Context: an optimization exercise on an open-source flow, tuned for small area. The choices shown serve that exercise and are no tape-out recipe.
At most, simulation tests tie the RTL to the original design; equivalence was not proved.
No functional check of the RTL was part of runs 1 and 2.
No activity file was given, so power comes from the tool's default toggle rates.

[config.mk]
export PLATFORM = sky130hd
export DESIGN_NAME = dk_core
export DESIGN_NICKNAME = dk_core
export VERILOG_FILES = /design/flow/design.v
export SDC_FILE = /design/flow/constraint.sdc
export NUM_CORES = 4
export LEC_CHECK = 0
export CAP_MARGIN = 5
export CORE_MARGIN = 2
export CORE_UTILIZATION = 55
export SLEW_MARGIN = 5
[constraint.sdc]
create_clock -name core_clock -period 30.0 [get_ports {clk}]
set_input_delay 6.0000 -clock core_clock [delete_from_list [all_inputs] [get_ports {clk}]]
set_output_delay 6.0000 -clock core_clock [all_outputs]
set_load 0.01 [all_outputs]
[design.v]
`timescale 1ns / 1ps
module rand_gen(
    input wire clk,
    input wire reset,
    input wire en,
    output reg [3:0] rand_out
    );
    function [3:0] lcg4(input [3:0] r);
        case (r)
            4'd0: lcg4 = 4'd9;    4'd1: lcg4 = 4'd6;    4'd2: lcg4 = 4'd3;    4'd3: lcg4 = 4'd0;
            4'd4: lcg4 = 4'd13;   4'd5: lcg4 = 4'd10;   4'd6: lcg4 = 4'd7;    4'd7: lcg4 = 4'd4;
            4'd8: lcg4 = 4'd1;    4'd9: lcg4 = 4'd14;   4'd10: lcg4 = 4'd11;  4'd11: lcg4 = 4'd8;
            4'd12: lcg4 = 4'd5;   4'd13: lcg4 = 4'd2;   4'd14: lcg4 = 4'd15;  default: lcg4 = 4'd12;
        endcase
    endfunction
    always @ (posedge clk) begin
        if (reset) rand_out <= 4'd1;
        else if (en) rand_out <= lcg4(rand_out);
    end
endmodule
`timescale 1ns / 1ps
module barrel(
    input wire clk,
    input wire reset,
    input wire en,
    input wire rst,
    input wire start,
    input wire game_over,
    input wire rand_match,
    output reg [9:0] x,
    output reg [8:0] y,
    output wire [1:0] state,
    output wire [2:0] animation_state
    );
    localparam BARREL_INITIAL = 2'b00,
               BARREL_ROLLING = 2'b01,
               BARREL_FALLING = 2'b10;
    reg sx;          
    reg [4:0] animation_counter;
    reg [1:0] st;
    reg [1:0] next_state;
    assign state = {st[1], st[0] & ~st[1]};
    wire y90  = y == 9'd90;
    wire y91  = y == 9'd91;
    wire y173 = y == 9'd173;
    wire y262 = y == 9'd262;
    wire y352 = y == 9'd352;
    wire y437 = y == 9'd437;
    wire x_right = x >= 10'd591;
    wire x_left  = x <= 10'd7;
    wire lad1 = x >= 10'd539 & x <= 10'd549;
    wire lad2 = x >= 10'd46  & x <= 10'd56;
    wire lad3 = x >= 10'd544 & x <= 10'd554;
    wire lad4 = x >= 10'd51  & x <= 10'd61;
    wire COLLATION_DOWN = y437 | ((y91 | y262) & ~x_right) | ((y173 | y352) & ~x_left);
    wire EN_FALL = (y91 & lad1) | (y173 & lad2) | (y262 & lad3) | (y352 & lad4);
    wire land = COLLATION_DOWN & ~EN_FALL;
    wire over = game_over | (y437 & x == 10'd561);
    wire turn = sx ? (x <= 10'd5) : (x >= 10'd608);
    wire st_init = st == 2'b00;
    wire st_roll = st == 2'b01;
    wire st_fall = st[1];
    wire sy = ~st[0];    
    wire load = reset | (en & st_init);
    wire x_step = en & st_roll & ~turn;
    wire y_step = en & st_fall & sy & ~land;
    wire a_step = en & (st_roll | st_fall);
    reg [9:0] x_next;
    reg [8:0] y_next;
    reg [4:0] a_next;
    reg c;
    integer i;
    always @(*) begin
        c = 1'b0;
        for (i = 0; i < 10; i = i + 1) begin
            x_next[i] = x[i] ^ ((i == 0) ? x_step : (x_step & sx)) ^ c;
            c = (x[i] & ((i == 0) ? x_step : (x_step & sx))) | (c & (x[i] ^ ((i == 0) ? x_step : (x_step & sx))));
        end
        c = y_step;
        for (i = 0; i < 9; i = i + 1) begin
            y_next[i] = y[i] ^ c;
            c = c & y[i];
        end
        c = a_step;
        for (i = 0; i < 5; i = i + 1) begin
            a_next[i] = animation_counter[i] ^ c;
            c = c & animation_counter[i];
        end
    end
    always @(posedge clk) begin
        x <= load ? 10'd203 : x_next;
        y <= load ? 9'd90 : y_next;
        animation_counter <= reset ? 5'd0 : a_next;
        if (reset) begin
            sx <= 1'b0;
            st <= 2'b00;
        end
        else if (en) begin
            st <= next_state;
            if (st_init) sx <= 1'b0;
            else if (st_roll & turn) sx <= ~sx;
        end
    end
    assign animation_state = st_fall ? {2'b10, ~animation_counter[4]}
                                                       : {1'b0, animation_counter[4:3]};
    always @(*) begin
        next_state = st;
        if (st_init) begin
            if (start & ~rst) next_state = 2'b01;
        end
        else if (rst | over) next_state = 2'b00;
        else if (st_roll) begin
            if (~COLLATION_DOWN | (EN_FALL & rand_match)) next_state = 2'b11;
        end
        else next_state = land ? 2'b01 : 2'b10;
    end
endmodule
`timescale 1ns / 1ps
module mario(
    input wire clk,
    input wire reset,
    input wire en,
    input wire rst,
    input wire start,
    input wire over,
    input wire [4:0] keydown,   
    output wire [9:0] x,
    output wire [8:0] y,
    output reg [9:0] xn,        
    output reg [8:0] yn,
    output reg [2:0] state,
    output reg [3:0] animation_state
    );
    localparam MARIO_INITIAL  = 3'b000,
               MARIO_FLYING   = 3'b001,
               MARIO_JUMPING  = 3'b010,
               MARIO_WALKING  = 3'b011,
               MARIO_STANDING = 3'b100,
               MARIO_DYING    = 3'b101,
               MARIO_CLAMPING = 3'b110;
    localparam MARIO_STAND       = 4'b0000,
               MARIO_WALK_LEFT1  = 4'b0001,
               MARIO_WALK_LEFT2  = 4'b0010,
               MARIO_WALK_LEFT3  = 4'b0011,
               MARIO_WALK_RIGHT1 = 4'b0100,
               MARIO_WALK_RIGHT2 = 4'b0101,
               MARIO_WALK_RIGHT3 = 4'b1110,
               MARIO_FLY_LEFT    = 4'b0110,
               MARIO_FLY_RIGHT   = 4'b0111,
               MARIO_CLAMP1      = 4'b1000,
               MARIO_CLAMP2      = 4'b1001,
               MARIO_DIE1        = 4'b1010,
               MARIO_DIE2        = 4'b1011,
               MARIO_DIE3        = 4'b1100,
               MARIO_DIE4        = 4'b1101;
    wire KEYUP    = keydown[0];
    wire KEYLEFT  = keydown[1];
    wire KEYRIGHT = keydown[2];
    wire KEYDOWN  = keydown[3];
    wire KEYJUMP  = keydown[4];
    function [12:0] add13(input [12:0] a, input [12:0] b);
        integer i;
        reg c;
        begin
            c = 1'b0;
            for (i = 0; i < 13; i = i + 1) begin
                add13[i] = a[i] ^ b[i] ^ c;
                c = (a[i] & b[i]) | (c & (a[i] ^ b[i]));
            end
        end
    endfunction
    function [9:0] add10(input [9:0] a, input [9:0] b);
        integer i;
        reg c;
        begin
            c = 1'b0;
            for (i = 0; i < 10; i = i + 1) begin
                add10[i] = a[i] ^ b[i] ^ c;
                c = (a[i] & b[i]) | (c & (a[i] ^ b[i]));
            end
        end
    endfunction
    function [4:0] inc5(input [4:0] v);
        integer i;
        reg c;
        begin
            c = 1'b1;
            for (i = 0; i < 5; i = i + 1) begin
                inc5[i] = v[i] ^ c;
                c = c & v[i];
            end
        end
    endfunction
    reg sx_nz, sx_neg;
    wire [9:0] SPEED_X = sx_nz ? (sx_neg ? 10'h3fc : 10'd4) : 10'd0;
    wire speed_x_pos = sx_nz & ~sx_neg;
    reg signed [9:0] vq;
    reg signed [4:0] vr;
    wire v_neg = vq[9] | vr[4];
    wire v_wrap = (vq == 10'sd409) & (vr >= 5'sd3);                        
    wire v_carry = v_neg ? (vq[9] & (vr >= -5'sd2) & (vr <= 5'sd0)) : (vr >= 5'sd7);
    wire [9:0] vq_inc = add10(vq, 10'd1);
    wire signed [9:0] vq_acc = v_wrap ? -10'sd409 : (v_carry ? vq_inc : vq);
    wire signed [4:0] vr_acc = v_wrap ? vr - 5'sd9 : (v_carry ? vr - 5'sd7 : vr + 5'sd3);
    wire [12:0] ys = add13({4'd0, y}, {{3{vq[9]}}, vq});
    wire [9:0]  xs = add10(x, SPEED_X);
    wire ys_hi0 = ys[12:9] == 4'd0;
    wire [8:0] ysl = ys[8:0];
    wire xs_l0 = xs >= 10'd217 && xs <= 10'd387;
    wire xs_l1 = xs < 10'd591;    
    wire xs_l2 = xs >= 10'd16;    
    wire COLLATION_DOWN = (y >= 9'd425 && y <= 9'd475) |
                          (x >= 10'd217 && x <= 10'd387 && y >= 9'd17 && y <= 9'd34) |
                          (x <= 10'd590 && y >= 9'd79  && y <= 9'd95) |
                          (x >= 10'd16  && y >= 9'd161 && y <= 9'd177) |
                          (x <= 10'd590 && y >= 9'd250 && y <= 9'd266) |
                          (x >= 10'd16  && y >= 9'd340 && y <= 9'd357);
    wire COLLATION_LEFT  = (x <= 10'd5) |
                           (x >= 10'd250 && x <= 10'd388 && y >= 9'd18  && y <= 9'd69) |
                           (x <= 10'd591 && y >= 9'd80  && y <= 9'd130) |
                           (x >= 10'd49  && y >= 9'd162 && y <= 9'd212) |
                           (x <= 10'd591 && y >= 9'd251 && y <= 9'd301) |
                           (x >= 10'd49  && y >= 9'd341 && y <= 9'd392) |
                           (y >= 9'd426 && y <= 9'd475);
    wire COLLATION_RIGHT = (x >= 10'd606) |
                           (x >= 10'd216 && x <= 10'd354 && y >= 9'd18  && y <= 9'd69) |
                           (x <= 10'd557 && y >= 9'd80  && y <= 9'd130) |
                           (x >= 10'd15  && y >= 9'd162 && y <= 9'd212) |
                           (x <= 10'd557 && y >= 9'd251 && y <= 9'd301) |
                           (x >= 10'd15  && y >= 9'd341 && y <= 9'd392) |
                           (y >= 9'd426 && y <= 9'd475);
    wire EN_CLAMP = (x >= 10'd301 && x <= 10'd399) |
                    (x >= 10'd541 && x <= 10'd555 && y >= 9'd78  && y <= 9'd162) |
                    (x >= 10'd48  && x <= 10'd62  && y >= 9'd160 && y <= 9'd251) |
                    (x >= 10'd546 && x <= 10'd560 && y >= 9'd249 && y <= 9'd341) |
                    (x >= 10'd53  && x <= 10'd67  && y >= 9'd339 && y <= 9'd426);
    wire [9:0] x_move = (xs < 10'd5) ? 10'd5 : (xs > 10'd606) ? 10'd606 : xs;
    wire x_stop = (xs < 10'd5) | (xs > 10'd606);
    reg [8:0] y_fly;
    always @(*) begin
        if (ys < 13'd5) y_fly = 9'd5;
        else if (ys_hi0 && ysl > 9'd53  && ysl < 9'd70  && xs_l0) y_fly = 9'd70;
        else if (ys_hi0 && ysl > 9'd115 && ysl < 9'd131 && xs_l1) y_fly = 9'd131;
        else if (ys_hi0 && ysl > 9'd197 && ysl < 9'd213 && xs_l2) y_fly = 9'd213;
        else if (ys_hi0 && ysl > 9'd286 && ysl < 9'd302 && xs_l1) y_fly = 9'd302;
        else if (ys_hi0 && ysl > 9'd376 && ysl < 9'd393 && xs_l2) y_fly = 9'd393;
        else if (ys_hi0 && ysl > 9'd461 && ysl < 9'd479) y_fly = 9'd479;
        else if (ys > 13'd425 && ys < 13'd8156) y_fly = 9'd425;
        else if (ys_hi0 && ysl > 9'd17  && ysl < 9'd34  && xs_l0) y_fly = 9'd17;
        else if (ys_hi0 && ysl > 9'd79  && ysl < 9'd95  && xs_l1) y_fly = 9'd79;
        else if (ys_hi0 && ysl > 9'd161 && ysl < 9'd177 && xs_l2) y_fly = 9'd161;
        else if (ys_hi0 && ysl > 9'd250 && ysl < 9'd266 && xs_l1) y_fly = 9'd250;
        else if (ys_hi0 && ysl > 9'd340 && ysl < 9'd357 && xs_l2) y_fly = 9'd340;
        else y_fly = ysl;
    end
    wire [8:0] y_up   = (y >= 9'd3 && y <= 9'd7) ? 9'd5 : y - 9'd3;
    wire [8:0] y_down = (y >= 9'd423 && y <= 9'd472) ? 9'd425 : y + 9'd3;
    assign x = ~xn;
    assign y = ~yn;
    reg [2:0] next_state;
    reg [4:0] animation_counter;
    reg last_direction;
    always @(posedge clk) begin
      if (reset) begin
        xn <= ~(10'd450);
        yn <= ~(9'd425);
        sx_nz <= 1'b0;
        sx_neg <= 1'b0;
        vq <= 10'sd0;
        vr <= 5'sd0;
        state <= MARIO_INITIAL;
        animation_counter <= 5'd0;
        last_direction <= 1'b1;
      end
      else if (en) begin
        state <= next_state;
        case (state)
            MARIO_INITIAL: begin
                xn <= ~(10'd450);
                yn <= ~(9'd425);
            end
            MARIO_JUMPING: begin
                vq <= -10'sd5;
                vr <= 5'sd0;
            end
            MARIO_FLYING: begin
                animation_counter <= inc5(animation_counter);
                yn <= ~(y_fly);
                xn <= ~(x_move);
                if (x_stop) sx_nz <= 1'b0;
                vq <= vq_acc;
                vr <= vr_acc;
            end
            MARIO_WALKING: begin
                animation_counter <= inc5(animation_counter);
                vq <= 10'sd0;
                vr <= 5'sd0;
                sx_nz <= 1'b1;
                sx_neg <= KEYLEFT;
                if (KEYLEFT) last_direction <= 1'b1;
                else if (KEYRIGHT) last_direction <= 1'b0;
                xn <= ~(x_move);
            end
            MARIO_STANDING: begin
                sx_nz <= 1'b0;
                vq <= 10'sd0;
                vr <= 5'sd0;
            end
            MARIO_DYING: begin
                animation_counter <= inc5(animation_counter);
                sx_nz <= 1'b0;
                vq <= 10'sd0;
                vr <= 5'sd0;
            end
            MARIO_CLAMPING: begin
                sx_nz <= 1'b0;
                vq <= 10'sd0;
                vr <= 5'sd0;
                if (KEYUP | KEYDOWN) begin
                    animation_counter <= inc5(animation_counter);
                    yn <= ~(KEYUP ? y_up : y_down);
                end
            end
            default: ;
        endcase
      end
    end
    always @(*) begin
        case (state)
            MARIO_FLYING: animation_state = last_direction ? MARIO_FLY_LEFT : MARIO_FLY_RIGHT;
            MARIO_WALKING: begin
                if (speed_x_pos) animation_state = animation_counter[2] ? MARIO_WALK_RIGHT3 :
                                                   animation_counter[3] ? MARIO_WALK_RIGHT2 : MARIO_WALK_RIGHT1;
                else animation_state = animation_counter[2] ? MARIO_WALK_LEFT3 :
                                       animation_counter[3] ? MARIO_WALK_LEFT2 : MARIO_WALK_LEFT1;
            end
            MARIO_DYING: case (animation_counter[4:3])
                2'b00: animation_state = MARIO_DIE1;
                2'b01: animation_state = MARIO_DIE2;
                2'b10: animation_state = MARIO_DIE3;
                default: animation_state = MARIO_DIE4;
            endcase
            MARIO_CLAMPING: animation_state = ((KEYDOWN | KEYUP) & animation_counter[2]) ? MARIO_CLAMP2 : MARIO_CLAMP1;
            default: animation_state = last_direction ? MARIO_WALK_LEFT3 : MARIO_WALK_RIGHT3;
        endcase
    end
    always @(*) begin
        next_state = state;
        case (state)
            MARIO_INITIAL: next_state = (start & ~rst) ? MARIO_STANDING : MARIO_INITIAL;
            MARIO_JUMPING: next_state = rst ? MARIO_INITIAL : over ? MARIO_DYING : MARIO_FLYING;
            MARIO_FLYING: begin
                if (rst) next_state = MARIO_INITIAL;
                else if (over) next_state = MARIO_DYING;
                else if (COLLATION_DOWN & ~v_neg) next_state = MARIO_STANDING;
            end
            MARIO_WALKING: begin
                if (rst) next_state = MARIO_INITIAL;
                else if (over) next_state = MARIO_DYING;
                else if (~COLLATION_DOWN) next_state = MARIO_FLYING;
                else if (KEYJUMP) next_state = MARIO_JUMPING;
                else if ((KEYUP | KEYDOWN) & EN_CLAMP) next_state = MARIO_CLAMPING;
                else if (~KEYLEFT & ~KEYRIGHT) next_state = MARIO_STANDING;
            end
            MARIO_STANDING: begin
                if (rst) next_state = MARIO_INITIAL;
                else if (over) next_state = MARIO_DYING;
                else if (~COLLATION_DOWN) next_state = MARIO_FLYING;
                else if (KEYJUMP) next_state = MARIO_JUMPING;
                else if ((KEYUP | KEYDOWN) & EN_CLAMP) next_state = MARIO_CLAMPING;
                else if (KEYLEFT | KEYRIGHT) next_state = MARIO_WALKING;
            end
            MARIO_DYING: if (rst) next_state = MARIO_INITIAL;
            MARIO_CLAMPING: begin
                if (rst) next_state = MARIO_INITIAL;
                else if (over) next_state = MARIO_DYING;
                else if (COLLATION_DOWN & KEYJUMP) next_state = MARIO_JUMPING;
                else if (KEYLEFT & ~COLLATION_LEFT) next_state = MARIO_WALKING;
                else if (KEYRIGHT & ~COLLATION_RIGHT) next_state = MARIO_WALKING;
                else if (~EN_CLAMP) next_state = MARIO_STANDING;
            end
            default: ;
        endcase
    end
endmodule
`timescale 1ns / 1ps
module kong(
    input wire clk,
    input wire reset,
    input wire en,
    input wire rst,
    input wire start,
    input wire over,
    output reg [3:0] drop_count,   
    output reg state,
    output reg [1:0] animation_state
    );
    localparam KONG_INITIAL = 1'b0,
               KONG_PLAYING = 1'b1;
    localparam KONG_NORMAL = 2'b00,
               KONG_GET    = 2'b01,
               KONG_HOLD   = 2'b10,
               KONG_DROP   = 2'b11;
    reg [2:0] animation_counter;   
    reg [5:0] clk_div;             
    always @(posedge clk) begin
      if (reset) begin
        state <= KONG_INITIAL;
        clk_div <= 6'd0;
      end
      else if (en) begin
        state <= state ? ~(rst | over) : (start & ~rst);
        clk_div <= clk_div + 1'b1;
      end
    end
    always @(posedge clk) begin
      if (reset) begin
        animation_state <= KONG_NORMAL;
        drop_count <= 4'd0;
        animation_counter <= 3'd0;
      end
      else if (en && clk_div == 6'b011111) begin
        if (state == KONG_INITIAL) animation_state <= KONG_NORMAL;
        else begin
            case (animation_state)
                KONG_GET: animation_state <= KONG_HOLD;
                KONG_HOLD: animation_state <= KONG_DROP;
                KONG_DROP: begin
                    animation_state <= KONG_NORMAL;
                    drop_count <= drop_count + 1'b1;
                end
                KONG_NORMAL: begin
                    if (animation_counter == 3'b101) begin
                        animation_counter <= 3'd0;
                        animation_state <= KONG_GET;
                    end
                    else animation_counter <= animation_counter + 1'b1;
                end
            endcase
        end
      end
    end
endmodule
`timescale 1ns / 1ps
module queue(
    input wire clk,
    input wire reset,
    input wire en,
    input wire state,
    output reg animation_state
    );
    reg [4:0] animation_counter;
    always @(posedge clk) begin
      if (reset) begin
        animation_state <= 1'b1;
        animation_counter <= 5'd0;
      end
      else if (en) begin
        if (state) begin
            animation_state <= ~animation_counter[4];
            animation_counter <= animation_counter + 1'b1;
        end
        else animation_state <= 1'b1;
      end
    end
endmodule
`timescale 1ns / 1ps
module state_fsm(
    input wire clk,
    input wire reset,
    input wire start,
    input wire restart,
    input wire over,
    input wire success,
    output reg [1:0] state
    );
    localparam GAME_INITIAL = 2'b00,   
               GAME_RUNNING = 2'b01,
               GAME_OVER    = 2'b10,
               GAME_SUCCESS = 2'b11;
    reg [1:0] next_state;
    always @ (posedge clk) begin
        if (reset) state <= GAME_INITIAL;   
        else state <= next_state;
    end
    always@ (*) begin   
        next_state = state;
        case (state)
            GAME_INITIAL: begin
                if (start & ~restart)
                    next_state = GAME_RUNNING;
            end
            GAME_RUNNING: begin
                if (over) begin
                    next_state = GAME_OVER;
                end
                else if (restart) begin
                    next_state = GAME_INITIAL;
                end
                else if (success) begin
                    next_state = GAME_SUCCESS;
                end
            end
            GAME_OVER: begin
                if (restart) begin
                    next_state = GAME_INITIAL;
                end
            end
            GAME_SUCCESS: begin
                if(restart) begin
                    next_state = GAME_INITIAL;
                end
            end
        endcase
    end
endmodule
`timescale 1ns / 1ps
module WelStateControl(
	 input wire clk,
	 input wire reset,
	 input wire start,
	 input wire [4:0] movement,
    output reg [1:0] state
    );
	localparam Welcome_choice1 = 2'b00,
              Welcome_choice2 = 2'b01,
              Acknowledge   =   2'b10,
				  StartRunning  =   2'b11; 
	reg [1:0] next_state;
	always @ (posedge clk) begin
        if (reset) state <= 2'b00;
        else state <= next_state;
   end
	always@ (*) begin
		if(start == 1)begin 
			  next_state = state;
			  case (state)
					Welcome_choice1: 
					begin
						 if (movement[4]) next_state = StartRunning;
						 else if(movement[3]) next_state = Welcome_choice2; 
					end
					Welcome_choice2:
					begin
						 if (movement[4]) next_state = Acknowledge;
						 else if (movement[0]) next_state = Welcome_choice1;
					end
					Acknowledge: 
					begin
						 if (movement[1]) next_state = Welcome_choice2;
					end
			  endcase
		 end
		 else next_state = Welcome_choice1;
    end
endmodule
`timescale 1ns / 1ps
module score(
    input wire clk,
    input wire rst,             
    input wire same_floor,
    input wire intersection,
    input wire mario_jumping,
    output wire goal,           
    output wire wrap            
);
    localparam [1:0] S_IDLE = 2'd0, S_OVER = 2'd1, S_GOAL = 2'd2;
    reg [1:0] state;
    reg [10:0] cnt;             
    wire fb = cnt[10] ^ cnt[8] ^ (cnt[9:0] == 10'd0);
    wire [10:0] cnt_next = {cnt[9:0], fb};
    assign goal = state == S_GOAL;
    assign wrap = goal & (cnt == 11'b10000000000);
    always @(posedge clk) begin
        if (rst) begin
            state <= S_IDLE;
            cnt <= 11'd0;
        end
        else begin
            if (goal) cnt <= cnt_next;
            case (state)
                S_OVER: state <= ~same_floor ? S_IDLE :
                                 intersection ? S_OVER :
                                 mario_jumping ? S_GOAL : S_IDLE;
                S_GOAL: state <= S_IDLE;
                default: state <= (same_floor & intersection) ? S_OVER : S_IDLE;
            endcase
        end
    end
endmodule
module score_total(
    input wire clk,
    input wire rst,
    input wire [15:0] goal,
    input wire [15:0] wrap,
    output reg [19:0] score_dec     
);
    function [1:0] fa(input a, input b, input c);
        fa = {(a & b) | (c & (a ^ b)), a ^ b ^ c};
    endfunction
    function [4:0] pop16(input [15:0] v);
        reg [1:0] a0, a1, a2, a3, a4, b0, b1, b2, d0, d1, d2, e0, e1, e2;
        begin
            a0 = fa(v[0], v[1], v[2]);     a1 = fa(v[3], v[4], v[5]);
            a2 = fa(v[6], v[7], v[8]);     a3 = fa(v[9], v[10], v[11]);
            a4 = fa(v[12], v[13], v[14]);
            b0 = fa(a0[0], a1[0], a2[0]);  b1 = fa(a3[0], a4[0], v[15]);
            b2 = fa(a0[1], a1[1], a2[1]);
            d0 = fa(b0[0], b1[0], 1'b0);
            d1 = fa(b0[1], b1[1], b2[0]);
            d2 = fa(a3[1], a4[1], d0[1]);
            e0 = fa(d1[0], d2[0], 1'b0);
            e1 = fa(b2[1], d1[1], d2[1]);
            e2 = fa(e1[0], e0[1], 1'b0);
            pop16 = {e1[1] & e2[1], e1[1] ^ e2[1], e2[0], e0[0], d0[0]};
        end
    endfunction
    function [4:0] dadd(input [3:0] a, input [3:0] b, input ci);
        reg [1:0] f0, f1, f2, f3;
        reg [3:0] s;
        reg z;
        begin
            f0 = fa(a[0], b[0], ci);
            f1 = fa(a[1], b[1], f0[1]);
            f2 = fa(a[2], b[2], f1[1]);
            f3 = fa(a[3], b[3], f2[1]);
            s = {f3[0], f2[0], f1[0], f0[0]};
            z = f3[1] | (s[3] & (s[2] | s[1]));    
            dadd = {z, s[3] ^ (z & (s[2] | s[1])), s[2] ^ (z & ~s[1]), s[1] ^ z, s[0]};
        end
    endfunction
    function [4:0] dinc(input [3:0] a, input ci);
        reg nine;
        begin
            nine = a[3] & a[0];    
            if (ci & nine) dinc = 5'b10000;
            else dinc = {1'b0, a[3] ^ (ci & a[2] & a[1] & a[0]), a[2] ^ (ci & a[1] & a[0]), a[1] ^ (ci & a[0]), a[0] ^ ci};
        end
    endfunction
    function [19:0] wrap_nines(input [4:0] w);
        case (w)
            5'd0:  wrap_nines = 20'h99999; 5'd1:  wrap_nines = 20'h97951; 5'd2:  wrap_nines = 20'h95903; 5'd3:  wrap_nines = 20'h93855;
            5'd4:  wrap_nines = 20'h91807; 5'd5:  wrap_nines = 20'h89759; 5'd6:  wrap_nines = 20'h87711; 5'd7:  wrap_nines = 20'h85663;
            5'd8:  wrap_nines = 20'h83615; 5'd9:  wrap_nines = 20'h81567; 5'd10: wrap_nines = 20'h79519; 5'd11: wrap_nines = 20'h77471;
            5'd12: wrap_nines = 20'h75423; 5'd13: wrap_nines = 20'h73375; 5'd14: wrap_nines = 20'h71327; 5'd15: wrap_nines = 20'h69279;
            default: wrap_nines = 20'h67231;
        endcase
    endfunction
    function [4:0] bin_dec(input [4:0] n);
        case (n)
            5'd10: bin_dec = 5'h10; 5'd11: bin_dec = 5'h11; 5'd12: bin_dec = 5'h12; 5'd13: bin_dec = 5'h13;
            5'd14: bin_dec = 5'h14; 5'd15: bin_dec = 5'h15; 5'd16: bin_dec = 5'h16;
            default: bin_dec = n;
        endcase
    endfunction
    wire [4:0] n_goal = pop16(goal);
    wire [4:0] n_wrap = pop16(wrap);
    wire [19:0] wk = wrap_nines(n_wrap);
    wire [4:0] ng = bin_dec(n_goal);
    wire [4:0] s0 = dadd(score_dec[3:0], ng[3:0], 1'b0);
    wire [4:0] s1 = dadd(score_dec[7:4], {3'd0, ng[4]}, s0[4]);
    wire [4:0] s2 = dinc(score_dec[11:8], s1[4]);
    wire [4:0] s3 = dinc(score_dec[15:12], s2[4]);
    wire [4:0] s4 = dinc(score_dec[19:16], s3[4]);
    wire [4:0] t0 = dadd(s0[3:0], wk[3:0], 1'b1);
    wire [4:0] t1 = dadd(s1[3:0], wk[7:4], t0[4]);
    wire [4:0] t2 = dadd(s2[3:0], wk[11:8], t1[4]);
    wire [4:0] t3 = dadd(s3[3:0], wk[15:12], t2[4]);
    wire [4:0] t4 = dadd(s4[3:0], wk[19:16], t3[4]);
    always @(posedge clk) begin
        if (rst) score_dec <= 20'd0;
        else score_dec <= {t4[3:0], t3[3:0], t2[3:0], t1[3:0], t0[3:0]};
    end
endmodule
`timescale 1ns / 1ps
module dk_core(
	input wire clk,
	input wire reset,
	input wire tick_fast,
	input wire tick_slow,
	input wire [4:0] keys,
	input wire [1:0] SW,
	output wire [1:0] game_state,
	output wire [1:0] menu_state,
	output wire [9:0] mario_x,
	output wire [8:0] mario_y,
	output wire [2:0] mario_state,
	output wire [3:0] mario_anim,
	output wire kong_state,
	output wire [1:0] kong_anim,
	output wire queue_state,
	output wire queue_anim,
	output wire [159:0] barrel_x_all,
	output wire [143:0] barrel_y_all,
	output wire [31:0] barrel_state_all,
	output wire [47:0] barrel_anim_all,
	output wire collision,
	output wire [23:0] score_bcd
    );
	localparam GAME_INITIAL = 2'b00,
	           GAME_RUNNING = 2'b01,
	           GAME_OVER    = 2'b10,
	           GAME_SUCCESS = 2'b11;
	wire over, success;
	wire [1:0] cur_state;
	wire [1:0] W_state;
	wire g_init = cur_state == GAME_INITIAL;
	wire g_run  = cur_state == GAME_RUNNING;
	wire g_over = cur_state == GAME_OVER;
	assign success = mario_y < 30 && (mario_x > 250 && mario_x < 350) && mario_state == 3'b100;
	state_fsm StateControl(.clk(clk), .reset(reset), .start(W_state[0] & W_state[1]), .restart(SW[1]),
	                       .over(over), .success(success), .state(cur_state));
	WelStateControl Wel00(.clk(clk), .reset(reset), .start(g_init), .movement(keys), .state(W_state));
	assign game_state = cur_state;
	assign menu_state = W_state;
	wire [9:0] mario_xn;   
	wire [8:0] mario_yn;   
	mario myMario(.clk(clk), .reset(reset), .en(tick_slow),
	              .rst(g_init), .start(g_run), .over(g_over),
	              .keydown(keys),
	              .x(mario_x), .y(mario_y), .xn(mario_xn), .yn(mario_yn),
	              .state(mario_state),
	              .animation_state(mario_anim));
	wire [3:0] drop_count;
	kong myKong(.clk(clk), .reset(reset), .en(tick_slow),
	            .rst(g_init), .start(g_run), .over(g_over),
	            .drop_count(drop_count),
	            .state(kong_state),
	            .animation_state(kong_anim));
	assign queue_state = kong_state;
	queue myQueue(.clk(clk), .reset(reset), .en(tick_slow),
	              .state(kong_state),
	              .animation_state(queue_anim));
	wire [3:0] rnd;
	rand_gen rg(.clk(clk), .reset(reset), .en(tick_fast), .rand_out(rnd));
	wire rand_match = rnd[3:2] == 2'b10;
	localparam BARREL_NUM_MAX = 16;
	wire score_rst = reset | g_init;
	wire mario_jumping = mario_state == 3'b001;
	wire mario_low_ok = mario_y < 9'd476;
	function [10:0] add11(input [10:0] a, input [10:0] b);
		integer j;
		reg c;
		begin
			c = 1'b0;
			for (j = 0; j < 11; j = j + 1) begin
				{c, add11[j]} = {1'b0, a[j]} + {1'b0, b[j]} + {1'b0, c};
			end
		end
	endfunction
	wire [15:0] barrel_collision;
	wire [15:0] goal;
	wire [15:0] wrap;
	generate
		genvar i;
		for (i = 0; i < BARREL_NUM_MAX; i = i + 1) begin: barrel_generator
			wire [9:0] bx;
			wire [8:0] by;
			wire [1:0] bs;
			wire [2:0] ba;
			barrel myBarrel(.clk(clk), .reset(reset), .en(tick_fast),
			                .rst(g_init),
			                .start(g_run & (drop_count == i)),
			                .game_over(g_over),
			                .rand_match(rand_match),
			                .x(bx), .y(by), .state(bs), .animation_state(ba));
			wire [10:0] ex = add11({1'b0, bx}, {1'b1, mario_xn});
			wire [10:0] ey11 = add11({2'b0, by}, {2'b11, mario_yn});
			wire [9:0]  ey = ey11[9:0];
			wire ex_pos = ex[10:6] == 5'b00000;    
			wire ex_neg = ex[10:6] == 5'b11111;    
			wire ey_pos = ey[9:7] == 3'b000;       
			wire ey_neg = ey[9:7] == 3'b111;       
			wire falling = bs == 2'b10;
			wire rolling = bs == 2'b01;
			wire ex_0_32  = ex_pos && ex[5:0] <= 6'd32;                     
			wire ex_m32_m1 = ex_neg && ex[5:0] >= 6'd32;                    
			wire ex_m42_m1 = ex_neg && ex[5:0] >= 6'd22;                    
			wire ex_m42_m10 = ex_neg && ex[5:0] >= 6'd22 && ex[5:0] <= 6'd54;   
			wire y_hit = (ey_pos && ey[6:0] <= 7'd34) || (ey_neg && ey[6:0] >= 7'd104);
			wire x_roll = ex_0_32 | ex_m32_m1;
			wire x_fall = ex_0_32 | ex_m42_m10;
			assign barrel_collision[i] = y_hit & ((rolling & x_roll) | (falling & x_fall));
			wire same_floor = mario_low_ok && ey_pos && ey[6:0] >= 7'd7 && ey[6:0] <= 7'd71;
			wire intersection = ex_0_32 | (falling ? ex_m42_m1 : ex_m32_m1);
			score myScore(.clk(clk), .rst(score_rst),
			              .same_floor(same_floor), .intersection(intersection),
			              .mario_jumping(mario_jumping),
			              .goal(goal[i]), .wrap(wrap[i]));
			assign barrel_x_all[10*i +: 10] = bx;
			assign barrel_y_all[9*i +: 9] = by;
			assign barrel_state_all[2*i +: 2] = bs;
			assign barrel_anim_all[3*i +: 3] = ba;
		end
	endgenerate
	wire [19:0] score_dec;
	score_total myTotal(.clk(clk), .rst(score_rst), .goal(goal), .wrap(wrap), .score_dec(score_dec));
	assign score_bcd = {4'd0, score_dec};
	assign collision = |barrel_collision;
	reg [6:0] coll_run;
	reg coll_full;
	always @(posedge clk) begin
		if (reset) begin
			coll_run <= 7'd0;
			coll_full <= 1'b0;
		end
		else if (tick_slow) begin
			if (~collision) begin
				coll_run <= 7'd0;
				coll_full <= 1'b0;
			end
			else begin
				coll_run <= {coll_run[5:0], coll_run[6] ^ coll_run[5] ^ (coll_run[5:0] == 6'd0)};
				if (coll_run == 7'b1000000) coll_full <= 1'b1;   
			end
		end
	end
	assign over = (~SW[0]) & (coll_full | (mario_x < 183 && mario_y < 114));
endmodule
[flow/run.sh]
#!/bin/bash
# Layout flow: the standard flow (standard synthesis unchanged), with
#  - the port buffers made from the smallest buffer cell instead of the one
#    buffer_ports picks by default;
#  - a clock tree of clkbuf_8 buffers in clusters of up to 16 sinks, without
#    dummy loads.
# The make output goes to flow_make.log here.
set -euo pipefail
bash standard.sh \
  "BUFFER_PORTS_ARGS=-buffer_cell sky130_fd_sc_hd__buf_1" \
  "CTS_ARGS=-sink_clustering_enable -repair_clock_nets -dont_use_dummy_load -buf_list {sky130_fd_sc_hd__clkbuf_8} -sink_clustering_size 16 -sink_clustering_max_diameter 50" \
  finish > flow_make.log 2>&1
[standard.sh]
#!/bin/bash
# synth_recipe.tcl (not shown) runs the flow's synth.tcl, then flattens the netlist and writes it again
# the make line also repeats each setting of config.mk as NAME=value (left out here)
make -C /OpenROAD-flow-scripts/flow DESIGN_CONFIG=/design/flow/config.mk WORK_HOME=/design/flow/orfs CLKGATE_MAP_FILE= SYNTH_SCRIPT=/design/flow/synth_recipe.tcl "${@:-finish}"
==> summary.md, run 1 <==
| Metric | Value |
|---|---|
| Yosys cell types | 103 |
| CTS Sinks | 743 |
| Post-synthesis mux area share | 0.0430 |
| Leak | 22.2 nW |
| Avg Cell Area, Syn | 9.04 um^2 |
| Slew headroom | 0.300 |
| Largest family of logic cells by synthesized area | adder cells |
| Yosys Warn Count | 10 |
| Post-route ant nets | 0 |
| TritonCTS Buffers | 101 |
| Fraction of layout cells with a size suffix above 1 | 0.0397 |
| Gpl congestion | 0.946 |
| WS Path Type | reg2reg |
| Critical Path Start Type | flop |
| DP HPWL | 122000 um |
| Cell area power density | 30.5 nW/um^2 |
| Clock latency on the worst-skew pair | 0.78 ns |
| Post-Synth Simple-Gate Area | 0.221 |
| Sequential power share | 0.568 |
| Post-synthesis adder-cell area fraction | 0.252 |
| XOR/XNOR Fraction of Synth Area | 0.0197 |
| Total grt overflow | 0 |
| Post-CTS Hold Fix Bufs | 0 |
| Initial antenna violation count | 6 |
| First-pass GRT wire length | 255000 um |
| Die area | 99600 um^2 |
| Netlist Area Pre-Place | 53400 um^2 |
| Layout net count | 7062 |
| Final Core Density | 0.595 |
| Critical Path Fanout Max | 13 |
| Max IR drop VDD | 31.9 uV |
| Global Route Usage Sum | 0.330 |
| Resized cells post-CTS | 0 |
| Number of flops mapped to enable cells by yosys | 0 |
| Final Skew | 0.0852 ns |
| Routed length per instance | 22.0 um |
| Slew Limit Fails | 0 |
| Net Sw Frac | 0.251 |
| Reg2Reg Depth | 60 |
| I/O Pins | 455 |
| Post-synthesis register bit count | 743 |
| Status | timing/DRC/antenna clean |
| Total negative slack | 0 ns |
| Cell count after synthesis | 5911 |
| Vias in the first global route | 42800 |
| RSZ-0062 raised after global routing | no |
| Min-Delay Path Class | reg2reg |
| Area delta synth->final | 7.40% |
| Crit. End Element | flop |
| Root Driver | clkbuf_8 |
| Design area | 57400 um^2 |
| Area after DPL | 56000 um^2 |
| Clock tree from TritonCTS | yes |
| Total power | 1.75 mW |
| Die X | 316 um |
| Worst Path Arrival | 15.50 ns |
| Setup Fix Bufs, Post-CTS | 0 |
| End of the critical path | myTotal.score_dec[18] |
| Initial DRC Count | 4005 |
| Worst Max-Slew Pin Slew | 1.04 ns |
| Worst EP required | 30.62 ns |
| H-tree depth | 3 |
| Num rows | 114 |
| Port Buf Inserts | 450 |
| Critical path's slowest cell | ha_1 |
| Worst path max stage delay | 0.59 ns |
| Reg2reg end | myTotal.score_dec[18] |
| Clock network fraction of total power | 0.378 |
| Post-synthesis sequential area ratio | 0.279 |
| Number of remaining DRC errors | 0 |
| Compound-cell area share of the yosys netlist | 0.125 |
| Register clock-pin slew on the reported worst setup and hold paths | 0.08 ns |
| Final Cycle Share | 0.496 |
| Logic pwr share | 0.054 |
| TritonRoute pass-1 iters | 6 |
| Fmax | 0.0672 GHz |
| Initial Util | 0.554 |
| Vias | 45300 |
| Crit path launch | barrel_generator[0].myScore.state[0] |
| WL final | 165000 um |
| Internal power | 1.31 mW |
| Final setup viols | 0 |
| Max-Cap Viols | 0 |
| Cell repeated most along the worst path | fa_1 |
| Final-report hold violation count | 0 |
| Ys async rst share | 0 |
| RR Startpoint | barrel_generator[0].myScore.state[0] |
| R2R setup slack | 15.12 ns |
| Layout fillers | 8808 |
| Core ar. | 96400 um^2 |
| Switching power | 439 uW |
| Max clock buf depth | 3 |
| Final Critical Period | 14.88 ns |
| Vias per cell | 6.02 |
| Die height | 316 um |
| Main synth FF type | dfxtp_1 |
| Largest net degree at the start of global routing | 197 |
-- cell families after synthesis --
| family | after synthesis |
|---|---|
| simple gates | 2232 |
| compound gates | 975 |
| buf+inv | 812 |
| fa+ha+maj | 803 |
| flops | 743 |
| mux | 225 |
| xor+xnor | 120 |
| other cells | 1 |
-- power groups by stage --
stage               Clock (mW)  Combinational (mW)  Sequential (mW)
finish                   0.661              0.0954            0.993
CTS                      0.682              0.0940            0.993
global placement             0              0.0925             1.02
detailed placement           0              0.0935             1.02
floorplan                    0              0.0609             1.01
global route             0.718               0.104            0.993
-- registers in the layout, indices dropped and copies added (netlist names), 2 cells and up --
register	flops
myMario.animation_counter	5
myKong.clk_div	6
myQueue.animation_counter	5
barrel_generator.myBarrel.x	160
myMario.vq	10
myMario.yn	9
rg.rand_out	4
StateControl.state	2
barrel_generator.myScore.state	32
myKong.animation_counter	3
myMario.xn	10
coll_run	7
myMario.vr	5
barrel_generator.myBarrel.y	144
myKong.animation_state	2
myKong.drop_count	4
barrel_generator.myBarrel.st	32
barrel_generator.myScore.cnt	176
myMario.state	3
Wel00.state	2
myTotal.score_dec	20
barrel_generator.myBarrel.animation_counter	80
barrel_generator.myBarrel.sx	16
-- Yosys cell counts, types with 38 or more instances --
master | count | area share
dfxtp_1 | 743 | 0.28
nor2_1 | 589 | 0.041
inv_1 | 541 | 0.038
fa_1 | 457 | 0.17
ha_1 | 345 | 0.081
nand2_1 | 345 | 0.024
mux2i_1 | 215 | 0.040
a21oi_1 | 203 | 0.019
clkbuf_1 | 178 | 0.013
nor3_1 | 177 | 0.017
o21ai_0 | 160 | 0.015
and2_1 | 157 | 0.018
or3_1 | 150 | 0.018
nor2b_1 | 114 | 0.013
nand2b_1 | 111 | 0.013
nand3_1 | 108 | 0.010
nand4_1 | 105 | 0.012
nor4_1 | 99 | 0.012
xnor2_1 | 99 | 0.016
a31oi_1 | 80 | 0.0094
a211oi_1 | 57 | 0.0080
nand3b_1 | 45 | 0.0063
o31ai_1 | 44 | 0.0062
o211ai_1 | 43 | 0.0060
a21o_1 | 42 | 0.0059
buf_4 | 41 | 0.0058
nand4b_1 | 38 | 0.0062
-- metal layers --
layer,GRT usage,share of wire,vias up
met5,0,0.00016,-
met4,0.117,0.038,4
met3,0.0685,0.080,323
met2,0.506,0.44,1692
met1,0.462,0.44,22000
li1,-,-,21300
-- final cells by class --
cell class | count | area (um^2) | share of cell area
multi-input combinational | 4359 | 35300 | 0.616
sequential | 743 | 14900 | 0.259
timing repair buffer | 499 | 2100 | 0.0366
inverter | 545 | 2050 | 0.0357
tap | 1276 | 1600 | 0.0278
clock buffer | 101 | 1390 | 0.0242
antenna | 2 | 5.00 | 0.0000873
-- how the worst min path moves through the flow --
stage	startpoint	end	slack, ns	depth (start not counted)
floorplan	coll_full	coll_full	0.43	2
global placement	myQueue.animation_state	myQueue.animation_state	0.46	2
detailed placement	myQueue.animation_state	myQueue.animation_state	0.47	2
CTS	coll_run[3]	coll_run[3]	0.48	2
global route	myKong.animation_counter[1]	myKong.animation_counter[2]	0.50	2
finish	coll_run[3]	coll_run[3]	0.47	2
-- cell usage in the layout (no fill, tap or decap), types with 80 or more instances in the layout --
cell | netlist | routed
dfxtp_1 | 743 | 736
nor2_1 | 589 | 586
inv_1 | 541 | 527
fa_1 | 457 | 457
buf_1 | 33 | 448
nand2_1 | 345 | 345
ha_1 | 345 | 345
mux2i_1 | 215 | 215
a21oi_1 | 203 | 203
nor3_1 | 177 | 177
o21ai_0 | 160 | 160
and2_1 | 157 | 157
or3_1 | 150 | 150
nor2b_1 | 114 | 113
nand2b_1 | 111 | 111
nand3_1 | 108 | 108
nand4_1 | 105 | 105
clkbuf_8 | 0 | 101
nor4_1 | 99 | 99
xnor2_1 | 99 | 99
a31oi_1 | 80 | 80
-- critical path, delay by kind of cell, from the launching register on --
family | cells | cell delay [ns]
compound gates | 8 | 1.70
xor+xnor | 1 | 0.11
fa+ha+maj | 32 | 10.95
buf+inv | 17 | 1.18
flops | 1 | 0.31
simple gates | 2 | 0.43
-- per-stage QoR --
stage / cells / worst slack [ns] / hold WS, ns
finish: 7525 / 15.12 / 0.475
global route: 7524 / 14.21 / 0.503
CTS: 7523 / 15.11 / 0.476
detailed placement: 7422 / 15.11 / 0.466
global placement: 7422 / 15.33 / 0.460
floorplan: 5914 / 15.77 / 0.432
==> inputs of run 2 (changes only) <==
==> flow/run.sh (replaced) <==
#!/bin/bash
# Layout flow: the standard flow (standard synthesis unchanged), with
#  - the port buffers made from the smallest buffer cell instead of the one
#    buffer_ports picks by default;
#  - a clock tree of clkbuf_8 and clkbuf_16 buffers in clusters of up to 30 sinks, without
#    dummy loads.
# The make output goes to flow_make.log here.
set -euo pipefail
bash standard.sh \
  "BUFFER_PORTS_ARGS=-buffer_cell sky130_fd_sc_hd__buf_1" \
  "CTS_ARGS=-sink_clustering_enable -repair_clock_nets -dont_use_dummy_load -buf_list {sky130_fd_sc_hd__clkbuf_8 sky130_fd_sc_hd__clkbuf_16} -sink_clustering_size 30 -sink_clustering_max_diameter 100" \
  finish > flow_make.log 2>&1
==> summary.md, run 2 <==
| Metric | Value |
|---|---|
| Core ar. | 96400 um^2 (unchanged) |
| H-tree depth | 2 (was 3) |
| Switching power | 410 uW (was 439 uW) |
| RSZ-0062 raised after global routing | no (unchanged) |
| Max IR drop VDD | 38.6 uV (was 31.9 uV) |
| Final Cycle Share | 0.499 (was 0.496) |
| Global Route Usage Sum | 0.328 (was 0.330) |
| Critical path depth in cells | 60 (unchanged) |
| Initial Util | 0.554 (unchanged) |
| Total power | 1.65 mW (was 1.75 mW) |
| Clock tree from TritonCTS | yes (unchanged) |
| Critical path's slowest cell | ha_1 (unchanged) |
| Hold Path Depth | 2 (unchanged) |
| Slew headroom | 0.297 (was 0.300) |
| Crit. End Element | flop (unchanged) |
| Number of remaining DRC errors | 0 (unchanged) |
| Logic pwr share | 0.058 (was 0.054) |
| Die area | 99600 um^2 (unchanged) |
| Post-synthesis sequential area ratio | 0.279 (unchanged) |
| Resized cells post-CTS | 0 (unchanged) |
| Most common cell after layout, fill and taps aside | dfxtp_1 (unchanged) |
| Critical Path Start Type | flop (unchanged) |
| Worst Path Arrival | 15.42 ns (was 15.50 ns) |
| Total grt overflow | 0 (unchanged) |
| Port Buf Inserts | 450 (unchanged) |
| TritonCTS Buffers | 37 (was 101) |
| Top delay family on crit path | adder cells (unchanged) |
| Cell repeated most along the worst path | fa_1 (unchanged) |
| Routed length per instance | 22.0 um (about the same) |
| Clock latency on the worst-skew pair | 0.67 ns (was 0.78 ns) |
| WS Path Type | reg2reg (unchanged) |
| Worst Max-Slew Pin Slew | 1.04 ns (about the same) |
| Max-Cap Viols | 0 (unchanged) |
| Post-route ant nets | 0 (unchanged) |
| Avg Cell Area, Syn | 9.04 um^2 (unchanged) |
| Layout net count | 6998 (was 7062) |
| Max clock buf depth | 3 (unchanged) |
| Leak | 21.9 nW (was 22.2 nW) |
| Status | timing/DRC/antenna clean (unchanged) |
| Vias in the first global route | 42200 (was 42800) |
| Count leader, synth | dfxtp_1 (unchanged) |
| Cell count after synthesis | 5911 (unchanged) |
| Final Critical Period | 14.96 ns (was 14.88 ns) |
| Final setup viols | 0 (unchanged) |
| Most frequent cells in the layout | dfxtp_1, nor2_1, inv_1 (unchanged) |
| WL final | 164000 um (was 165000 um) |
| CP bufs+invs | 17 (unchanged) |
| Die X | 316 um (unchanged) |
| Die height | 316 um (unchanged) |
| Main synth FF type | dfxtp_1 (unchanged) |
| Min-Delay Path Class | reg2reg (unchanged) |
| Final-report hold violation count | 0 (unchanged) |
| Top post-synthesis cells by count | dfxtp_1, nor2_1, inv_1 (unchanged) |
| Area delta synth->final | 6.53% (was 7.40%) |
| Vias per cell | 6.02 (about the same) |
| Yosys cell types | 103 (unchanged) |
| Root Driver | clkbuf_16 (was clkbuf_8) |
| Post-synthesis register bit count | 743 (unchanged) |
| Netlist Area Pre-Place | 53400 um^2 (unchanged) |
| Worst EP required | 30.46 ns (was 30.62 ns) |
| Fraction of layout cells with a size suffix above 1 | 0.0298 (was 0.0397) |
| Net Sw Frac | 0.249 (was 0.251) |
| DP HPWL | 122000 um (unchanged) |
| Critical Path Fanout Max | 13 (unchanged) |
| Yosys top cell area share | 0.279 (unchanged) |
| Biggest register | barrel_generator.myScore.cnt (unchanged) |
| Number of flops mapped to enable cells by yosys | 0 (unchanged) |
| Synth top area cells | dfxtp_1, fa_1, ha_1 (unchanged) |
| Cell area power density | 28.9 nW/um^2 (was 30.5 nW/um^2) |
| Register clock-pin slew on the reported worst setup and hold paths | 0.11 ns (was 0.08 ns) |
| Layout fillers | 8819 (was 8808) |
| Initial antenna violation count | 5 (was 6) |
| Vias | 44900 (was 45300) |
| Clock network fraction of total power | 0.339 (was 0.378) |
| Slew Limit Fails | 0 (unchanged) |
| Final Skew | 0.0752 ns (was 0.0852 ns) |
| Biggest regs | barrel_generator.myScore.cnt: 176 flops, barrel_generator.myBarrel.x: 160 flops, barrel_generator.myBarrel.y: 144 flops (unchanged) |
| Setup Fix Bufs, Post-CTS | 0 (unchanged) |
| Initial DRC Count | 4046 (was 4005) |
| TritonRoute pass-1 iters | 6 (unchanged) |
| Design area | 56900 um^2 (was 57400 um^2) |
| Yosys Warn Count | 10 (unchanged) |
| CTS Sinks | 743 (unchanged) |
| Post-CTS Hold Fix Bufs | 0 (unchanged) |
| Ys async rst share | 0 (unchanged) |
| Area leader, netlist | dfxtp_1 (unchanged) |
| Internal power | 1.24 mW (was 1.31 mW) |
| Sequential power share | 0.603 (was 0.568) |
| Fmax | 0.0668 GHz (was 0.0672 GHz) |
| Max reg flops | 176 (unchanged) |
| Gpl congestion | 0.946 (unchanged) |
| Hold WS | 0.477 ns (was 0.475 ns) |
| Area after DPL | 56000 um^2 (unchanged) |
| Largest net degree at the start of global routing | 197 (unchanged) |
| Total negative slack | 0 ns (unchanged) |
| I/O Pins | 455 (unchanged) |
| First-pass GRT wire length | 254000 um (was 255000 um) |
| Reg2Reg Depth | 60 (unchanged) |
| Num rows | 114 (unchanged) |
| Worst path max stage delay | 0.58 ns (was 0.59 ns) |
## run 2: changes by cell type in the layout (fill, tap and decap cells not counted), sizes merged
| cell | delta |
|---|---|
| clkbuf | -64 |
## run 2: cell families after synthesis
kind of cell / share of synthesized area
mux: 0.0430
flops: 0.279
buf+inv: 0.0604
simple gates: 0.221
compound gates: 0.125
fa+ha+maj: 0.252
xor+xnor: 0.0197
other cells: 0.0000702
## run 2: stage by stage
stage               utilization  std cells  setup WS (ns)
global placement          0.580       7422          15.33
floorplan                     -       5914          15.77
CTS                       0.590       7459          15.00
detailed placement        0.580       7422          15.11
finish                    0.590       7461          15.04
global route              0.590       7459          14.09
## run 2: final timing paths
kind / start / endpoint / slack, ns
max: barrel_generator[0].myScore.state[0] / myTotal.score_dec[18] / 15.04
min: barrel_generator[6].myScore.cnt[3] / barrel_generator[6].myScore.cnt[4] / 0.48
max reg2reg: barrel_generator[0].myScore.state[0] / myTotal.score_dec[18] / 15.04
min reg2reg: barrel_generator[6].myScore.cnt[3] / barrel_generator[6].myScore.cnt[4] / 0.48
## run 2: final cells by class
| cell class | instances | area (um^2) | area share |
|---|---|---|---|
| clock buffer | 37 | 926 | 0.0163 |
| tap | 1276 | 1600 | 0.0281 |
| inverter | 545 | 2050 | 0.0360 |
| multi-input combinational | 4359 | 35300 | 0.621 |
| timing repair buffer | 499 | 2100 | 0.0369 |
| sequential | 743 | 14900 | 0.262 |
| antenna | 2 | 5.00 | 0.0000880 |
## run 2: power by group through the flow
| stage | Combinational, mW | Sequential, mW | Clock (mW) |
|---|---|---|---|
| floorplan | 0.0609 | 1.01 | 0 |
| global placement | 0.0925 | 1.02 | 0 |
| detailed placement | 0.0935 | 1.02 | 0 |
| CTS | 0.0940 | 0.993 | 0.575 |
| global route | 0.104 | 0.993 | 0.609 |
| finish | 0.0952 | 0.993 | 0.559 |
## run 2: routing by layer
layer / global-route usage / vias up / wire length [um]
met1: 0.469 / 21900 / 74200
met5: 0 / - / 13
li1: - / 21200 / -
met4: 0.101 / 2 / 5550
met2: 0.507 / 1538 / 72900
met3: 0.0585 / 266 / 11800
## run 2: worst register-to-register path, delay by kind of cell, from the launching register on
family          cells  cell delay (ns)
simple gates        2             0.43
flops               1             0.33
buf+inv            17             1.20
fa+ha+maj          32            10.99
compound gates      8             1.70
xor+xnor            1             0.11
==> inputs of run 3 (changes only) <==
--- a/design.v
+++ b/design.v
@@ -738,16 +738,6 @@
 	wire score_rst = reset | g_init;
 	wire mario_jumping = mario_state == 3'b001;
 	wire mario_low_ok = mario_y < 9'd476;
-	function [10:0] add11(input [10:0] a, input [10:0] b);
-		integer j;
-		reg c;
-		begin
-			c = 1'b0;
-			for (j = 0; j < 11; j = j + 1) begin
-				{c, add11[j]} = {1'b0, a[j]} + {1'b0, b[j]} + {1'b0, c};
-			end
-		end
-	endfunction
 	wire [15:0] barrel_collision;
 	wire [15:0] goal;
 	wire [15:0] wrap;
@@ -764,25 +754,11 @@
 			                .game_over(g_over),
 			                .rand_match(rand_match),
 			                .x(bx), .y(by), .state(bs), .animation_state(ba));
-			wire [10:0] ex = add11({1'b0, bx}, {1'b1, mario_xn});
-			wire [10:0] ey11 = add11({2'b0, by}, {2'b11, mario_yn});
-			wire [9:0]  ey = ey11[9:0];
-			wire ex_pos = ex[10:6] == 5'b00000;    
-			wire ex_neg = ex[10:6] == 5'b11111;    
-			wire ey_pos = ey[9:7] == 3'b000;       
-			wire ey_neg = ey[9:7] == 3'b111;       
-			wire falling = bs == 2'b10;
-			wire rolling = bs == 2'b01;
-			wire ex_0_32  = ex_pos && ex[5:0] <= 6'd32;                     
-			wire ex_m32_m1 = ex_neg && ex[5:0] >= 6'd32;                    
-			wire ex_m42_m1 = ex_neg && ex[5:0] >= 6'd22;                    
-			wire ex_m42_m10 = ex_neg && ex[5:0] >= 6'd22 && ex[5:0] <= 6'd54;   
-			wire y_hit = (ey_pos && ey[6:0] <= 7'd34) || (ey_neg && ey[6:0] >= 7'd104);
-			wire x_roll = ex_0_32 | ex_m32_m1;
-			wire x_fall = ex_0_32 | ex_m42_m10;
-			assign barrel_collision[i] = y_hit & ((rolling & x_roll) | (falling & x_fall));
-			wire same_floor = mario_low_ok && ey_pos && ey[6:0] >= 7'd7 && ey[6:0] <= 7'd71;
-			wire intersection = ex_0_32 | (falling ? ex_m42_m1 : ex_m32_m1);
+			wire collision_i, same_floor, intersection;
+			barrel_rel myRel(.bx(bx), .by(by), .bs(bs), .mario_xn(mario_xn), .mario_yn(mario_yn),
+			                 .mario_low_ok(mario_low_ok),
+			                 .collision(collision_i), .same_floor(same_floor), .intersection(intersection));
+			assign barrel_collision[i] = collision_i;
 			score myScore(.clk(clk), .rst(score_rst),
 			              .same_floor(same_floor), .intersection(intersection),
 			              .mario_jumping(mario_jumping),
@@ -817,3 +793,44 @@
 	end
 	assign over = (~SW[0]) & (coll_full | (mario_x < 183 && mario_y < 114));
 endmodule
+module barrel_rel(
+	input wire [9:0] bx,
+	input wire [8:0] by,
+	input wire [1:0] bs,
+	input wire [9:0] mario_xn,    
+	input wire [8:0] mario_yn,    
+	input wire mario_low_ok,      
+	output wire collision,
+	output wire same_floor,
+	output wire intersection
+	);
+	function [10:0] add11(input [10:0] a, input [10:0] b);
+		integer j;
+		reg c;
+		begin
+			c = 1'b0;
+			for (j = 0; j < 11; j = j + 1) begin
+				{c, add11[j]} = {1'b0, a[j]} + {1'b0, b[j]} + {1'b0, c};
+			end
+		end
+	endfunction
+	wire [10:0] ex = add11({1'b0, bx}, {1'b1, mario_xn});
+	wire [10:0] ey11 = add11({2'b0, by}, {2'b11, mario_yn});
+	wire [9:0]  ey = ey11[9:0];
+	wire ex_pos = ex[10:6] == 5'b00000;    
+	wire ex_neg = ex[10:6] == 5'b11111;    
+	wire ey_pos = ey[9:7] == 3'b000;       
+	wire ey_neg = ey[9:7] == 3'b111;       
+	wire falling = bs == 2'b10;
+	wire rolling = bs == 2'b01;
+	wire ex_0_32  = ex_pos && ex[5:0] <= 6'd32;                     
+	wire ex_m32_m1 = ex_neg && ex[5:0] >= 6'd32;                    
+	wire ex_m42_m1 = ex_neg && ex[5:0] >= 6'd22;                    
+	wire ex_m42_m10 = ex_neg && ex[5:0] >= 6'd22 && ex[5:0] <= 6'd54;   
+	wire y_hit = (ey_pos && ey[6:0] <= 7'd34) || (ey_neg && ey[6:0] >= 7'd104);
+	wire x_roll = ex_0_32 | ex_m32_m1;
+	wire x_fall = ex_0_32 | ex_m42_m10;
+	assign collision = y_hit & ((rolling & x_roll) | (falling & x_fall));
+	assign same_floor = mario_low_ok && ey_pos && ey[6:0] >= 7'd7 && ey[6:0] <= 7'd71;
+	assign intersection = ex_0_32 | (falling ? ex_m42_m1 : ex_m32_m1);
+endmodule
==> flow/run.sh (replaced) <==
#!/bin/bash
# Layout flow: the standard flow, with
#  - ABC mapping for area: ORFS's own scripts, copied, with abc_speed.script
#    replaced by flow/abc_speed.script (ORFS's speed script with area
#    recovery in &nf and without ABC's buffering and gate upsizing, which
#    placement undoes or repeats anyway); the synthesis is otherwise the
#    standard one, so the registers are the same;
#  - the port buffers made from the smallest buffer cell instead of the one
#    buffer_ports picks by default;
#  - a clock tree of larger clusters, without dummy loads.
# The make output goes to flow_make.log here.
set -euo pipefail
rm -rf scripts_alt
cp -r "$FLOW_HOME/scripts" scripts_alt
cp flow/abc_speed.script scripts_alt/abc_speed.script
bash standard.sh \
  "SCRIPTS_DIR=$PWD/scripts_alt" \
  "BUFFER_PORTS_ARGS=-buffer_cell sky130_fd_sc_hd__buf_1" \
  "CTS_ARGS=-sink_clustering_enable -repair_clock_nets -dont_use_dummy_load -buf_list {sky130_fd_sc_hd__clkbuf_8 sky130_fd_sc_hd__clkbuf_16} -sink_clustering_size 24 -sink_clustering_max_diameter 60" \
  finish > flow_make.log 2>&1
==> flow/abc_speed.script (new file) <==
strash
&get -n
&st
&dch
&nf -R 1000
&st
&syn2
&if -g -K 6
&synch2
&nf -R 1000
&st
&syn2
&if -g -K 6
&synch2
&nf -R 1000
&put
topo
stime -c
==> summary.md, run 3 <==
| Metric | Value |
|---|---|
| Routed length per instance | 20.9 um (was 22.0 um) |
| Most common cell after layout, fill and taps aside | dfxtp_1 (unchanged) |
| Crit path launch | barrel_generator[4].myScore.state[0] (was barrel_generator[0].myScore.state[0]) |
| Leak | 20.7 nW (was 21.9 nW) |
| Critical Path Fanout Max | 13 (unchanged) |
| I/O Pins | 455 (unchanged) |
| Fraction of layout cells with a size suffix above 1 | 0.0241 (was 0.0298) |
| Initial DRC Count | 3656 (was 4046) |
| Post-route ant nets | 0 (unchanged) |
| Reg2Reg Depth | 60 (unchanged) |
| First-pass GRT wire length | 246000 um (was 254000 um) |
| Post-CTS Hold Fix Bufs | 0 (unchanged) |
| Gpl congestion | 0.924 (was 0.946) |
| Initial antenna violation count | 1 (was 5) |
| Total grt overflow | 0 (unchanged) |
| Count leader, synth | dfxtp_1 (unchanged) |
| DP HPWL | 119000 um (was 122000 um) |
| Num rows | 112 (was 114) |
| Status | timing/DRC/antenna clean (unchanged) |
| Initial Util | 0.555 (was 0.554) |
| Post-synthesis sequential area ratio | 0.287 (was 0.279) |
| Top post-synthesis cells by count | dfxtp_1, nor2_1, clkinv_1 (was dfxtp_1, nor2_1, inv_1) |
| TritonRoute pass-1 iters | 6 (unchanged) |
| Critical Path Start Type | flop (unchanged) |
| Netlist Area Pre-Place | 51900 um^2 (was 53400 um^2) |
| Worst EP required | 30.52 ns (was 30.46 ns) |
| Final Critical Period | 15.35 ns (was 14.96 ns) |
| Compound-cell area share of the yosys netlist | 0.112 (was 0.125) |
| Cell count after synthesis | 5741 (was 5911) |
| Post-synthesis mux area share | 0.0442 (was 0.0430) |
| Avg Cell Area, Syn | 9.04 um^2 (about the same) |
| Setup slack after layout | 14.65 ns (was 15.04 ns) |
| Resized cells post-CTS | 0 (unchanged) |
| Vias in the first global route | 42400 (was 42200) |
| Max IR drop VDD | 40.2 uV (was 38.6 uV) |
| Hold Path Depth | 2 (unchanged) |
| Post-Synth Simple-Gate Area | 0.232 (was 0.221) |
| Die X | 311 um (was 316 um) |
| Most frequent cells in the layout | dfxtp_1, nor2_1, clkinv_1 (was dfxtp_1, nor2_1, inv_1) |
| Yosys Warn Count | 11 (was 10) |
| Final Skew | 0.0708 ns (was 0.0752 ns) |
| Area leader, netlist | dfxtp_1 (unchanged) |
| Max reg flops | 176 (unchanged) |
| Largest net degree at the start of global routing | 108 (was 197) |
| Cell area power density | 33.8 nW/um^2 (was 28.9 nW/um^2) |
| Die area | 96800 um^2 (was 99600 um^2) |
| Clock latency on the worst-skew pair | 0.66 ns (was 0.67 ns) |
| Core ar. | 93500 um^2 (was 96400 um^2) |
| CTS Sinks | 743 (unchanged) |
| Crit. End Element | flop (unchanged) |
| Total power | 1.93 mW (was 1.65 mW) |
| Main synth FF type | dfxtp_1 (unchanged) |
| H-tree depth | 3 (was 2) |
| Synth top area cells | dfxtp_1, fa_1, ha_1 (unchanged) |
| TritonCTS Buffers | 78 (was 37) |
| Ys async rst share | 0 (unchanged) |
| Vias per cell | 5.93 (was 6.02) |
| Clock tree from TritonCTS | yes (unchanged) |
| Die height | 311 um (was 316 um) |
| Total negative slack | 0 ns (unchanged) |
| Final Cycle Share | 0.512 (was 0.499) |
| Layout net count | 7092 (was 6998) |
| Final setup viols | 0 (unchanged) |
| Layout fillers | 8426 (was 8819) |
| Fmax | 0.0651 GHz (was 0.0668 GHz) |
| Register clock-pin slew on the reported worst setup and hold paths | 0.06 ns (was 0.11 ns) |
| Slew Limit Fails | 0 (unchanged) |
| Post-synthesis adder-cell area fraction | 0.259 (was 0.252) |
| Biggest regs | barrel_generator.myScore.cnt: 176 flops, barrel_generator.myBarrel.x: 160 flops, barrel_generator.myBarrel.y: 144 flops (unchanged) |
| WS Path Type | reg2reg (unchanged) |
| WL final | 157000 um (was 164000 um) |
| Area delta synth->final | 10.3% (was 6.53%) |
| Global Route Usage Sum | 0.322 (was 0.328) |
| Largest family of logic cells by synthesized area | adder cells (unchanged) |
| Biggest register | barrel_generator.myScore.cnt (unchanged) |
| Worst Min Path Start | myQueue.animation_counter[1] (was barrel_generator[6].myScore.cnt[3]) |
| Yosys cell types | 73 (was 103) |
| RR Startpoint | barrel_generator[4].myScore.state[0] (was barrel_generator[0].myScore.state[0]) |
| Worst Max-Slew Pin Slew | 1.16 ns (was 1.04 ns) |
| Post-synthesis register bit count | 743 (unchanged) |
| XOR/XNOR Fraction of Synth Area | 0.0204 (was 0.0197) |
| Root Driver | clkbuf_16 (unchanged) |
| Number of flops mapped to enable cells by yosys | 0 (unchanged) |
| Area occupied by registers | 14900 um^2 (about the same) |
| Cell repeated most along the worst path | fa_1 (unchanged) |
| Critical path's slowest cell | ha_1 (unchanged) |
| Slew headroom | 0.216 (was 0.297) |
| Worst Path Arrival | 15.87 ns (was 15.42 ns) |
| Worst path max stage delay | 0.59 ns (was 0.58 ns) |
| Vias | 44600 (was 44900) |
| Yosys top cell area share | 0.287 (was 0.279) |
| Setup Fix Bufs, Post-CTS | 0 (unchanged) |
| Port Buf Inserts | 450 (unchanged) |
| Final-report hold violation count | 0 (unchanged) |
| Post-Place Worst Slack | 14.62 ns (was 15.11 ns) |
| Max-Cap Viols | 0 (unchanged) |
| Max clock buf depth | 3 (unchanged) |
| Min-Delay Path Class | reg2reg (unchanged) |
| RSZ-0062 raised after global routing | no (unchanged) |
| Multi-input gate area | 34700 um^2 (was 35300 um^2) |
| Number of remaining DRC errors | 0 (unchanged) |
==> run 3: final timing paths <==
check,slack [ns],endpoint
setup reg to reg,14.65,myTotal.score_dec[18]
hold reg to reg,0.48,myQueue.animation_counter[1]
hold / removal,0.48,myQueue.animation_counter[1]
setup / recovery,14.65,myTotal.score_dec[18]
==> run 3: worst max-delay path: cells and delay by family (launching register included) <==
| kind | cells | cell delay, ns |
|---|---|---|
| AO/OA/AOI/OAI | 8 | 1.57 |
| XOR/XNOR | 1 | 0.11 |
| adder cells (fa/ha/maj) | 32 | 11.36 |
| buffers and inverters | 17 | 1.51 |
| flip-flops | 1 | 0.32 |
| AND/OR/NAND/NOR | 2 | 0.37 |
==> run 3: cell type report <==
type,count,area share
diodes,2,0.0000875
clock buffers,78,0.0341
inverters,555,0.0364
multi-input cells,4408,0.606
flip-flops and latches,743,0.260
well taps,1254,0.0274
repair buffers,494,0.0354
==> run 3: where the power goes <==
group	internal (mW)	switching, mW
registers	0.989	0.00429
logic	0.0310	0.0703
clock network	0.454	0.385
==> run 3: cells by family (layout without fill, tap and decap cells) <==
kind of cell | count (synthesis) | count (layout)
flops | 743 | 743
mux | 225 | 225
fa+ha+maj | 801 | 801
buf+inv | 593 | 1127
compound gates | 897 | 897
xor+xnor | 121 | 121
simple gates | 2360 | 2360
other cells | 1 | 6
==> run 3: metrics by stage <==
| stage | cell area (um^2) | hold WS (ns) | instances | utilization |
|---|---|---|---|---|
| 6_report | 57200 | 0.482 | 7534 | 0.612 |
| 3_3_place_gp | 55300 | 0.466 | 7454 | 0.591 |
| 2_1_floorplan | 51900 | 0.438 | 5744 | - |
| 4_1_cts | 57200 | 0.484 | 7532 | 0.612 |
| 5_1_grt | 57200 | 0.512 | 7532 | 0.612 |
| 3_5_place_dp | 55300 | 0.475 | 7454 | 0.591 |
==> run 3: metal layers <==
layer / vias up / global-route usage / part of all wire
li1: 21200 / - / -
met1: 21600 / 0.439 / 0.44
met2: 1568 / 0.520 / 0.46
met3: 280 / 0.0583 / 0.072
met4: 0 / 0.0990 / 0.033
met5: - / 0 / 0

-- separate check: timing with driven ports --
How much do the figures lean on ideal ports? The routed layouts below were timed once more, with nothing changed but the port constraints. Step 1 sets driving cells, clkbuf_16 on the clock port and buf_2 on the other inputs (assumed; they add their load-dependent delay and slew). Step 2 adds t to the input delays and takes it off the output delays; t is the mean of the earliest and latest rising clock arrival at the registers after step 1. Input paths then give back, and output paths get back, about the clock's delay inside the block. a / b / c = no drivers / after step 1 / after step 2; a / b = the first two.
run | shift t [ns] | setup WS [ns] | worst setup path at the end
run 1 | 0.813 | 15.118 / 15.118 / 15.118 | register to register
run 2 | 0.714 | 15.038 / 15.038 / 15.038 | register to register
run 3 | 0.706 | 14.649 / 14.649 / 14.649 | register to register
After both steps setup and hold are still met in every run listed.
